What follows belongs to an exercise in optimizing a design on an open flow for small area; a production flow would make more cautious choices. Only simulation tests tie the RTL to the original design; equivalence was not proved. The clock port is modelled as an ideal driver; clocking choices that lean on that would not hold on a real chip. Power is estimated from default activity; no workload was simulated.

==> flow/design.v (excerpt) <==
module top_nexys_a7 (
    input clock,
    input reset,
    input confirma,
    input logic[15:0] SW,
    output logic[15:0] LED,
    output logic [7:0] AN,
    output logic [7:0] DIGIT
);
clock: 10.0 ns
lec_check: 0
cap_margin: 0
core_margin: 2
core_utilization: 40
slew_margin: 0
standard.sh (not shown) runs the stock make flow with config.mk's settings and CLKGATE_MAP_FILE= SYNTH_SCRIPT=/design/flow/synth_recipe.tcl, a recipe that flattens the netlist after the stock synthesis.
==> flow/flow/run.sh <==
#!/bin/bash
# The standard layout (standard.sh), with these changes:
# - synthesis runs flow/synth.tcl: the standard flow's synthesis script with ABC on the
#   area-oriented script flow/abc_area.script (standard.sh is then called for
#   the remaining steps and finds synthesis done);
# - ports are buffered with the smallest buffer;
# - the clock tree is built from small buffers with no dummy loads, and
#   flow/cts_pre.tcl then upsizes the clock buffers whose loads see too large
#   a slew;
# - the single constant driver of LED is not split into one tie cell per port;
# - before global placement, flow/downsize.tcl sets upsized logic cells back
#   to drive 1 (placement's repair upsizes what needs it).
set -euo pipefail
export BUFFER_PORTS_ARGS="-buffer_cell sky130_fd_sc_hd__buf_1"
export CTS_ARGS="-sink_clustering_enable -repair_clock_nets -buf_list sky130_fd_sc_hd__clkbuf_4 -dont_use_dummy_load"
export PRE_CTS_TCL="$(pwd)/flow/cts_pre.tcl"
export CLK_SLEW_LIMIT_NS=0.110 CLK_UPSIZE=sky130_fd_sc_hd__clkbuf_8
export SKIP_REPAIR_TIE_FANOUT=1
export PRE_GLOBAL_PLACE_TCL="$(pwd)/flow/downsize.tcl"
export ABC_SCRIPT="$(pwd)/flow/abc_area.script"
sed "s#SYNTH_SCRIPT=[^ ]*#SYNTH_SCRIPT=$(pwd)/flow/synth.tcl#" standard.sh > flow_synth.sh
bash flow_synth.sh synth > synth.log 2>&1
bash standard.sh > standard.log 2>&1
Other scripts of this flow, unchanged in this note and not shown: flow/flow/abc_area.script, flow/flow/cts_pre.tcl, flow/flow/downsize.tcl, flow/flow/synth.tcl
Change:
--- a/flow/flow/run.sh
+++ b/flow/flow/run.sh
@@ -3,4 +3,5 @@
 # - synthesis runs flow/synth.tcl: the standard flow's synthesis script with ABC on the
-#   area-oriented script flow/abc_area.script (standard.sh is then called for
-#   the remaining steps and finds synthesis done);
+#   area-oriented script flow/abc_area.script, and with no adder cells
+#   (ADDER_MAP_FILE empty, so ABC maps that logic too); standard.sh is then
+#   called for the remaining steps and finds synthesis done;
 # - ports are buffered with the smallest buffer;
@@ -20,3 +21,3 @@
 export ABC_SCRIPT="$(pwd)/flow/abc_area.script"
-sed "s#SYNTH_SCRIPT=[^ ]*#SYNTH_SCRIPT=$(pwd)/flow/synth.tcl#" standard.sh > flow_synth.sh
+sed "s#SYNTH_SCRIPT=[^ ]*#SYNTH_SCRIPT=$(pwd)/flow/synth.tcl ADDER_MAP_FILE=#" standard.sh > flow_synth.sh
 bash flow_synth.sh synth > synth.log 2>&1
The new run completed without violations.
Utilization went down by 0.18 points.
Worst setup slack improved by 0.0042 ns.
Die area went down by a few percent.
Wire length goes up slightly.
Non-clock buffer count rises by 1.
Sequential power climbs by well over a third.
Clock-buffer cell count does not change.
Clock power climbs by a little under a tenth.
Critical path depth rose by 2.

## quartz
Another version of the RTL of top_nexys_a7 (not shown whole).
For scale: ~51 I/O pins, about 4500 um2 of cells after synthesis.
export LEC_CHECK = 0
export CAP_MARGIN = 20
export CORE_MARGIN = 2
export CORE_UTILIZATION = 40
export SLEW_MARGIN = 20
create_clock -name core_clock -period 10.0 [get_ports {clock}]
==> flow/flow/run.sh <==
#!/bin/bash
# The standard layout (standard.sh), with these changes: ports are buffered
# with the smallest buffer; the clock tree is built from small buffers with
# no dummy loads, and flow/cts_pre.tcl then upsizes the clock buffers whose
# loads see too large a slew; the single constant driver of LED is not split
# into one tie cell per port.
set -euo pipefail
export BUFFER_PORTS_ARGS="-buffer_cell sky130_fd_sc_hd__buf_1"
export CTS_ARGS="-sink_clustering_enable -repair_clock_nets -buf_list sky130_fd_sc_hd__clkbuf_4 -dont_use_dummy_load"
export PRE_CTS_TCL="$(pwd)/flow/cts_pre.tcl"
export CLK_SLEW_LIMIT_NS=0.120 CLK_UPSIZE=sky130_fd_sc_hd__clkbuf_8
export SKIP_REPAIR_TIE_FANOUT=1
bash standard.sh > standard.log 2>&1
==> flow/flow/cts_pre.tcl <==
# Clock tree: clock_tree_synthesis builds the tree from small buffers
# (CTS_ARGS), then each clock buffer whose loads see a slew above
# CLK_SLEW_LIMIT_NS (placement estimate) is upsized to CLK_UPSIZE, the
# largest slews first, until none is left above the limit.
rename clock_tree_synthesis orig_clock_tree_synthesis
proc clock_tree_synthesis {args} {
  orig_clock_tree_synthesis {*}$args
  set limit $::env(CLK_SLEW_LIMIT_NS)
  set big $::env(CLK_UPSIZE)
  set_propagated_clock [all_clocks]
  for {set round 0} {$round < 20} {incr round} {
    estimate_parasitics -placement
    set worst 0; set worst_buf ""
    foreach b [get_cells -filter "ref_name =~ sky130_fd_sc_hd__clkbuf_*"] {
      if {[get_property $b ref_name] eq $big} { continue }
      set net [get_nets -of_objects [get_pins -of_objects $b -filter "direction == output"]]
      set w 0
      foreach p [get_pins -of_objects $net -filter "direction == input"] {
        foreach e {rise fall} { set s [get_property $p slew_max_$e]; if {$s > $w} { set w $s } }
      }
      if {$w > $limit && $w > $worst} { set worst $w; set worst_buf $b }
    }
    if {$worst_buf eq ""} { break }
    puts "clock buffer [get_full_name $worst_buf]: load slew $worst ns, upsized to $big"
    replace_cell $worst_buf $big
  }
}
Looking at the reports, quartz completed the entire flow and the layout it produced met the timing, DRC and antenna checks.
What juniper does differently from quartz at the input level:
- changing CAP_MARGIN from 20 to 0
- changing SLEW_MARGIN from 20 to 0
Findings:
- Status: peak supply drop parity (quartz, juniper)
- Post-layout worst setup margin: juniper and quartz compared, higher one is juniper
- juniper and quartz ended up with nearly the same share of total power in the clock network.
- Status: sequential share of layout area parity (quartz, juniper)
- Compared juniper against quartz; maximum frequency within noise.
- First-iteration DRC count for juniper is higher than for quartz.
- [compare] base=quartz new=juniper: met3 layer wire length in the routed design went down by 54 um; amount of wire on met2 after detailed routing was more or less identical; final wirelength was more or less identical.
Input-level comparison between indigo and juniper:
-- flow/flow/run.sh --
<<< juniper, line 12
export SKIP_REPAIR_TIE_FANOUT=1
bash standard.sh > standard.log 2>&1
>>> indigo, line 12
export SKIP_REPAIR_TIE_FANOUT=1
export PRE_GLOBAL_PLACE_TCL="$(pwd)/flow/downsize.tcl"
bash standard.sh > standard.log 2>&1
==> flow/flow/downsize.tcl (new file) <==
# Before global placement: put every upsized combinational cell that
# synthesis left (drive _2 and up) back to its drive-1 version (drive 0
# where there is no drive 1); placement's repair then upsizes what needs it.
set n 0
foreach inst [get_cells *] {
  set ref [get_property $inst ref_name]
  if {![regexp {^(sky130_fd_sc_hd__[a-z0-9]+)_([0-9]+)$} $ref -> base size]} { continue }
  if {$size <= 1} { continue }
  if {[regexp {__(df|edf|sdf|sedf|dl|clk|conb|tap|fill|decap)} $base]} { continue }
  foreach s {1 0} {
    set lc [get_lib_cells -quiet */${base}_$s]
    if {[llength $lc] && ![get_property [lindex $lc 0] dont_use]} {
      replace_cell $inst [lindex $lc 0]
      incr n
      break
    }
  }
}
puts "downsize.tcl: $n cells set back to drive 1"
### Flow results
- [compare] base=juniper new=indigo: critical path depth closely matched the old numbers, area growth from synthesis to layout saw little to no change, sequential cell area share shows no meaningful change, fraction of standard cell area in multi-input logic went down.
- indigo ended with less proportion of power drawn by combinational gates than juniper.
- indigo has completed all stages; timing, DRC and antenna checks passed.
- For cell area after placement, juniper and indigo come out practically identical.
- indigo and juniper ended up with nearly the same total wirelength of the detailed-routed design.
- Delta (indigo minus juniper): portion of total power attributed to sequential cells moved down, share of the clock period used by the worst path after layout barely changed.

top_nexys_a7, a different RTL version from the one above (not shown whole).
Size in the first run: roughly 410 cells after synthesis, ~91 flip-flops, roughly 51 I/O pins, ~4400 sq um of cells after synthesis.
==> flow/config.mk <==
export PLATFORM = sky130hd
export DESIGN_NAME = top_nexys_a7
export DESIGN_NICKNAME = top_nexys_a7
export VERILOG_FILES = /design/flow/design.v
export SDC_FILE = /design/flow/constraint.sdc
export NUM_CORES = 4
export LEC_CHECK = 0
export CAP_MARGIN = 0
export CORE_MARGIN = 2
export CORE_UTILIZATION = 40
export SLEW_MARGIN = 0
==> flow/constraint.sdc <==
create_clock -name core_clock -period 10.0 [get_ports {clock}]
set_input_delay 2.0000 -clock core_clock [delete_from_list [all_inputs] [get_ports {clock}]]
set_output_delay 2.0000 -clock core_clock [all_outputs]
set_load 0.01 [all_outputs]
==> flow/flow/run.sh <==
#!/bin/bash
# The standard layout (standard.sh), with these changes: ports are buffered
# with the smallest buffer; the clock tree is built from small buffers with
# no dummy loads, and flow/cts_pre.tcl then upsizes the clock buffers whose
# loads see too large a slew; the single constant driver of LED is not split
# into one tie cell per port; before global placement, flow/downsize.tcl sets
# upsized logic cells back to drive 1 (placement's repair upsizes as needed).
set -euo pipefail
export BUFFER_PORTS_ARGS="-buffer_cell sky130_fd_sc_hd__buf_1"
export CTS_ARGS="-sink_clustering_enable -repair_clock_nets -buf_list sky130_fd_sc_hd__clkbuf_4 -dont_use_dummy_load"
export PRE_CTS_TCL="$(pwd)/flow/cts_pre.tcl"
export CLK_SLEW_LIMIT_NS=0.120 CLK_UPSIZE=sky130_fd_sc_hd__clkbuf_8
export SKIP_REPAIR_TIE_FANOUT=1
export PRE_GLOBAL_PLACE_TCL="$(pwd)/flow/downsize.tcl"
bash standard.sh > standard.log 2>&1
==> flow/flow/downsize.tcl <==
# Before global placement: put every upsized combinational cell that
# synthesis left (drive _2 and up) back to its drive-1 version (drive 0
# where there is no drive 1); placement's repair then upsizes what needs it.
set n 0
foreach inst [get_cells *] {
  set ref [get_property $inst ref_name]
  if {![regexp {^(sky130_fd_sc_hd__[a-z0-9]+)_([0-9]+)$} $ref -> base size]} { continue }
  if {$size <= 1} { continue }
  if {[regexp {__(df|edf|sdf|sedf|dl|clk|conb|tap|fill|decap)} $base]} { continue }
  foreach s {1 0} {
    set lc [get_lib_cells -quiet */${base}_$s]
    if {[llength $lc] && ![get_property [lindex $lc 0] dont_use]} {
      replace_cell $inst [lindex $lc 0]
      incr n
      break
    }
  }
}
puts "downsize.tcl: $n cells set back to drive 1"
Scripts as last shown in full above: flow/flow/cts_pre.tcl
The baseline completed without violations.
==> next run, changes <==
==> flow/flow/run.sh (replaced) <==
#!/bin/bash
# The standard layout (standard.sh), with these changes:
# - synthesis runs flow/synth.tcl: the standard flow's synthesis script with ABC on the
#   area-oriented script flow/abc_area.script (standard.sh is then called for
#   the remaining steps and finds synthesis done);
# - ports are buffered with the smallest buffer;
# - the clock tree is built from small buffers with no dummy loads, and
#   flow/cts_pre.tcl then upsizes the clock buffers whose loads see too large
#   a slew;
# - the single constant driver of LED is not split into one tie cell per port;
# - before global placement, flow/downsize.tcl sets upsized logic cells back
#   to drive 1 (placement's repair upsizes what needs it).
set -euo pipefail
export BUFFER_PORTS_ARGS="-buffer_cell sky130_fd_sc_hd__buf_1"
export CTS_ARGS="-sink_clustering_enable -repair_clock_nets -buf_list sky130_fd_sc_hd__clkbuf_4 -dont_use_dummy_load"
export PRE_CTS_TCL="$(pwd)/flow/cts_pre.tcl"
export CLK_SLEW_LIMIT_NS=0.120 CLK_UPSIZE=sky130_fd_sc_hd__clkbuf_8
export SKIP_REPAIR_TIE_FANOUT=1
export PRE_GLOBAL_PLACE_TCL="$(pwd)/flow/downsize.tcl"
export ABC_SCRIPT="$(pwd)/flow/abc_area.script"
sed "s#SYNTH_SCRIPT=[^ ]*#SYNTH_SCRIPT=$(pwd)/flow/synth.tcl#" standard.sh > flow_synth.sh
bash flow_synth.sh synth > synth.log 2>&1
bash standard.sh > standard.log 2>&1
==> flow/flow/abc_area.script (new file) <==
strash
dc2
dch
amap
topo
stime -c
==> flow/flow/synth.tcl (new file) <==
# The standard flow's synthesis script (synth_recipe.tcl: ORFS's synthesis without the fsm
# and share passes, then flattened and renamed), with one change: ABC maps
# the logic with the area-oriented script in ABC_SCRIPT instead of ORFS's
# speed script. Registers are mapped before ABC and are not affected.
proc synth {args} { yosys synth -nofsm -noshare {*}$args }
proc abc {args} {
  set i [lsearch -exact $args -script]
  if {$i >= 0} { lset args [expr {$i + 1}] $::env(ABC_SCRIPT) }
  yosys abc {*}$args
}
source $::env(SCRIPTS_DIR)/synth.tcl
# left out here: clear keep_hierarchy, flatten, clean up, hide names made inside functions, write 1_2_yosys.v
Critical path depth goes down by 1.
Clock-buffer cell count does not change.
Setup slack is better by 0.43 ns.
Hold slack is better by 0.0090 ns.
Wire length is higher by a little under a tenth.
Clock power hardly moves.
Cell count went up by a little under a tenth.
==> next run, changes <==
==> flow/flow/abc_area.script (replaced) <==
strash
&get -n
&st
&deepsyn -T 20
&put
dch
amap
topo
stime -c
Result: Utilization rises by 0.58 points; worst setup slack gets worse by 0.076 ns; count of clock-buffer cells in the layout does not change; non-clock buffer count falls by 3; total power came out higher by about 50%; cell area decreases by 1.9%; die area came out lower by 0.96%; first-iteration DRC count shrinks by 35%; routed wire length came out lower by 1.6%; via count goes down by 2.8%; combinational power rose by about 120%.

==> port drivers added, routing unchanged <==
Ports are ideal in the flow. The routed layouts listed here were re-timed in OpenROAD.
Step 1: set_driving_cell puts a clkbuf_16 on clock and a buf_2 on each other input, an assumption about the parent block.
Step 2 adds t to the input delays and takes it off the output delays; t is the mean of the earliest and latest rising clock arrival at the registers after step 1. Input paths then give back, and output paths get back, about the clock's delay inside the block.
a / b / c = ideal / step 1 / step 2; a / b = the first two.
run | shift t [ns] | setup WS [ns] | hold WS [ns] | clock arrival spread, ns
the first run of note 1 | 0.373 | 5.309 / 5.275 / 5.648 | 0.357 / 0.357 / 0.357 | 0.037 / 0.037
the second run of note 1 | 0.378 | 5.313 / 5.282 / 5.659 | 0.367 / 0.367 / 0.367 | 0.033 / 0.033
quartz | 0.371 | 4.839 / 4.810 / 5.181 | 0.366 / 0.366 / 0.366 | 0.031 / 0.031
juniper | 0.372 | 4.850 / 4.821 / 5.193 | 0.364 / 0.364 / 0.364 | 0.030 / 0.030
indigo | 0.377 | 4.863 / 4.828 / 5.205 | 0.367 / 0.367 / 0.367 | 0.032 / 0.032
the first run of note 3 | 0.374 | 4.601 / 4.569 / 4.944 | 0.356 / 0.356 / 0.356 | 0.030 / 0.029
the second run of note 3 | 0.376 | 5.030 / 4.998 / 5.374 | 0.365 / 0.365 / 0.365 | 0.038 / 0.038
the third run of note 3 | 0.381 | 4.955 / 4.926 / 5.306 | 0.354 / 0.354 / 0.354 | 0.039 / 0.039
After both steps setup and hold are still met in every run listed.
